Source: an optimization exercise on an open RTL-to-GDS flow (aim: small area and a short achievable clock period). Production flows keep margins and buffers that such runs may drop.
Power and IR drop assume default switching activity.

## mac
module mac (
    input clk,
    input rst,
    input [15:0] a,
    input [15:0] b,
    input [31:0] acc_in,
    output [31:0] acc_out
);
reg [15:0] ar;
reg [7:0] one_r, two_r, neg_r;
reg b15r;
reg [91:0] t0;
reg [62:0] t_cs;
reg [2:0] v;
wire one_d0 = b[0] ^ 1'b0;
wire two_d0 = (b[1] & ~b[0] & ~1'b0) | (~b[1] & b[0] & 1'b0);
wire neg_d0 = b[1];
wire one0 = one_r[0];
wire two0 = two_r[0];
wire neg0 = neg_r[0];
wire one_d1 = b[2] ^ b[1];
wire two_d1 = (b[3] & ~b[2] & ~b[1]) | (~b[3] & b[2] & b[1]);
wire neg_d1 = b[3];
wire one1 = one_r[1];
wire two1 = two_r[1];
wire neg1 = neg_r[1];
wire one_d2 = b[4] ^ b[3];
wire two_d2 = (b[5] & ~b[4] & ~b[3]) | (~b[5] & b[4] & b[3]);
wire neg_d2 = b[5];
wire one2 = one_r[2];
wire two2 = two_r[2];
wire neg2 = neg_r[2];
wire one_d3 = b[6] ^ b[5];
wire two_d3 = (b[7] & ~b[6] & ~b[5]) | (~b[7] & b[6] & b[5]);
wire neg_d3 = b[7];
wire one3 = one_r[3];
wire two3 = two_r[3];
wire neg3 = neg_r[3];
wire one_d4 = b[8] ^ b[7];
wire two_d4 = (b[9] & ~b[8] & ~b[7]) | (~b[9] & b[8] & b[7]);
wire neg_d4 = b[9];
wire one4 = one_r[4];
wire two4 = two_r[4];
wire neg4 = neg_r[4];
wire one_d5 = b[10] ^ b[9];
wire two_d5 = (b[11] & ~b[10] & ~b[9]) | (~b[11] & b[10] & b[9]);
wire neg_d5 = b[11];
wire one5 = one_r[5];
wire two5 = two_r[5];
wire neg5 = neg_r[5];
wire one_d6 = b[12] ^ b[11];
  ...
clock: 6.5 ns
lec_check: 0
cap_margin: 20
core_margin: 2
core_utilization: 40
setup_slack_margin: 4
slew_margin: 20
run.sh (not shown) runs the stock make flow with config.mk's settings and CLKGATE_MAP_FILE= SYNTH_SCRIPT=/design/flow/synth_recipe.tcl, a recipe that flattens the netlist after the stock synthesis.
Edit:
--- a/flow/design.v
+++ b/flow/design.v
@@ -3,23 +3,22 @@
     input clk,
     input rst,
     input [15:0] a,
     input [15:0] b,
     input [31:0] acc_in,
     output [31:0] acc_out
 );
 reg [15:0] ar;
 reg [7:0] one_r, two_r, neg_r;
 reg b15r;
 reg [91:0] t0;
-reg [62:0] t_cs;
 reg [2:0] v;
 wire one_d0 = b[0] ^ 1'b0;
 wire two_d0 = (b[1] & ~b[0] & ~1'b0) | (~b[1] & b[0] & 1'b0);
 wire neg_d0 = b[1];
 wire one0 = one_r[0];
 wire two0 = two_r[0];
 wire neg0 = neg_r[0];
 wire one_d1 = b[2] ^ b[1];
 wire two_d1 = (b[3] & ~b[2] & ~b[1]) | (~b[3] & b[2] & b[1]);
 wire neg_d1 = b[3];
 wire one1 = one_r[1];
@@ -477,38 +476,39 @@
 wire c_254 = (t0[74] & t0[75]) | (t0[74] & t0[76]) | (t0[75] & t0[76]);
 wire s_255 = t0[77] ^ t0[78] ^ t0[79];
 wire c_256 = (t0[77] & t0[78]) | (t0[77] & t0[79]) | (t0[78] & t0[79]);
 wire s_257 = t0[80] ^ t0[81] ^ t0[82];
 wire c_258 = (t0[80] & t0[81]) | (t0[80] & t0[82]) | (t0[81] & t0[82]);
 wire s_259 = t0[83] ^ t0[84] ^ t0[85];
 wire c_260 = (t0[83] & t0[84]) | (t0[83] & t0[85]) | (t0[84] & t0[85]);
 wire s_261 = t0[86] ^ t0[87] ^ t0[88];
 wire c_262 = (t0[86] & t0[87]) | (t0[86] & t0[88]) | (t0[87] & t0[88]);
 wire s_263 = t0[89] ^ t0[90] ^ t0[91];
 wire c_264 = (t0[89] & t0[90]) | (t0[89] & t0[91]) | (t0[90] & t0[91]);
-wire [31:0] row0 = {t_cs[31], t_cs[30], t_cs[29], t_cs[28], t_cs[27], t_cs[26], t_cs[25], t_cs[24], t_cs[23], t_cs[22], t_cs[21], t_cs[20], t_cs[19], t_cs[18], t_cs[17], t_cs[16], t_cs[15], t_cs[14], t_cs[13], t_cs[12], t_cs[11], t_cs[10], t_cs[9], t_cs[8], t_cs[7], t_cs[6], t_cs[5], t_cs[4], t_cs[3], t_cs[2], t_cs[1], t_cs[0]};
-wire [31:0] row1 = {t_cs[62], t_cs[61], t_cs[60], t_cs[59], t_cs[58], t_cs[57], t_cs[56], t_cs[55], t_cs[54], t_cs[53], t_cs[52], t_cs[51], t_cs[50], t_cs[49], t_cs[48], t_cs[47], t_cs[46], t_cs[45], t_cs[44], t_cs[43], t_cs[42], t_cs[41], t_cs[40], t_cs[39], t_cs[38], t_cs[37], t_cs[36], t_cs[35], t_cs[34], t_cs[33], 1'b0, t_cs[32]};
+wire [31:0] row0 = {c_262, c_260, c_258, c_256, c_254, c_252, c_250, c_248, c_246, c_244, c_242, c_240, c_238, c_236, c_234, c_232, c_230, c_228, c_226, c_224, c_222, c_220, c_218, c_216, c_214, c_212, c_210, c_208, c_206, s_205, t0[2], t0[0]};
+wire [31:0] row1 = {s_263, s_261, s_259, s_257, s_255, s_253, s_251, s_249, s_247, s_245, s_243, s_241, s_239, s_237, s_235, s_233, s_231, s_229, s_227, s_225, s_223, s_221, s_219, s_217, s_215, s_213, s_211, s_209, s_207, t0[5], 1'b0, t0[1]};
 wire [31:0] prod = row0 + row1;
 always @(posedge clk) begin
     ar <= a;
     one_r <= {one_d7, one_d6, one_d5, one_d4, one_d3, one_d2, one_d1, one_d0};
     two_r <= {two_d7, two_d6, two_d5, two_d4, two_d3, two_d2, two_d1, two_d0};
     neg_r <= {neg_d7, neg_d6, neg_d5, neg_d4, neg_d3, neg_d2, neg_d1, neg_d0};
     b15r <= b[15];
     t0 <= {pp8_15, nsg7, c_204, pp7_16, s_203, c_202, pp7_15, s_201, c_200, c_148, s_199, c_198, s_147, s_197, c_196, c_142, s_195, c_194, c_138, s_193, c_192, s_137, s_191, c_190, s_133, s_189, c_188, s_129, s_187, c_186, s_125, s_185, c_184, s_121, s_183, c_182, s_117, s_181, c_180, s_113, s_179, c_178, s_109, s_177, c_176, s_105, s_175, c_174, s_101, s_173, c_172, s_97, s_171, c_170, s_93, s_169, c_168, s_89, s_167, c_166, s_85, s_165, c_164, s_81, s_163, c_162, s_75, s_161, c_160, s_71, s_159, c_158, s_69, s_157, c_156, s_67, s_155, c_154, pp2_1, s_153, c_152, pp2_0, pp1_2, s_151, pp1_1, pp0_3, pp1_0, pp0_2, neg1, pp0_1, pp0_0, neg0};
-    t_cs <= {s_263, s_261, s_259, s_257, s_255, s_253, s_251, s_249, s_247, s_245, s_243, s_241, s_239, s_237, s_235, s_233, s_231, s_229, s_227, s_225, s_223, s_221, s_219, s_217, s_215, s_213, s_211, s_209, s_207, t0[5], t0[1], c_262, c_260, c_258, c_256, c_254, c_252, c_250, c_248, c_246, c_244, c_242, c_240, c_238, c_236, c_234, c_232, c_230, c_228, c_226, c_224, c_222, c_220, c_218, c_216, c_214, c_212, c_210, c_208, c_206, s_205, t0[2], t0[0]};
 end
 always @(posedge clk or posedge rst) begin
   if (rst) v <= 3'd0;
   else v <= {v[1:0], 1'b1};
 end
-wire [31:0] pg = prod & {32{v[2]}};
+reg [31:0] pr;
+always @(posedge clk) pr <= prod;
+wire [31:0] pg = pr & {32{v[2]}};
 reg [31:0] p4, q4, s5;
 always @(posedge clk or posedge rst) begin
   if (rst) begin
     p4 <= 32'd0; q4 <= 32'd0; s5 <= 32'd0;
   end else begin
     p4 <= pg; q4 <= acc_in; s5 <= p4 + q4;
   end
 end
 assign acc_out = s5;
 endmodule
After rerunning: The changed run finished clean; via count came out lower by about 7%; non-clock buffer count climbs by 4; utilization is higher by 1.6 points; global-route usage decreases by 0.66 points; fmax came out lower by about 3.6%; cell area goes down by 2.5%; area after synthesis drops by 5.5%; combinational power came out higher by about 50%.
No functional check of the RTL was part of any run of this note.

[separate check: timing with driven ports]
The flow's constraints put no driver on any port. The routed layouts listed below were extracted and timed again, unchanged, in two steps. Step 1 sets driving cells, clkbuf_16 on the clock port and buf_2 on the other inputs (assumed; they add their load-dependent delay and slew). Step 2 also shifts input and output timing later by t, the mid clock arrival at the registers, as if the neighbouring blocks saw the same clock. Slacks: no drivers / after step 1 / after step 2; pairs: no drivers / after step 1.
run	t (ns)	slack for setup (ns)	clock arrival spread, ns
the first run	0.559	3.782 / 3.782 / 3.736	0.033 / 0.033
the second run	0.625	3.682 / 3.682 / 3.682	0.016 / 0.016
After both steps setup and hold are still met in every run listed. The setup slack of the first run, which loses most, moves by 0.000 ns with the drivers and by -0.046 ns with both steps. The worst setup slack also covers recovery checks on asynchronous resets.
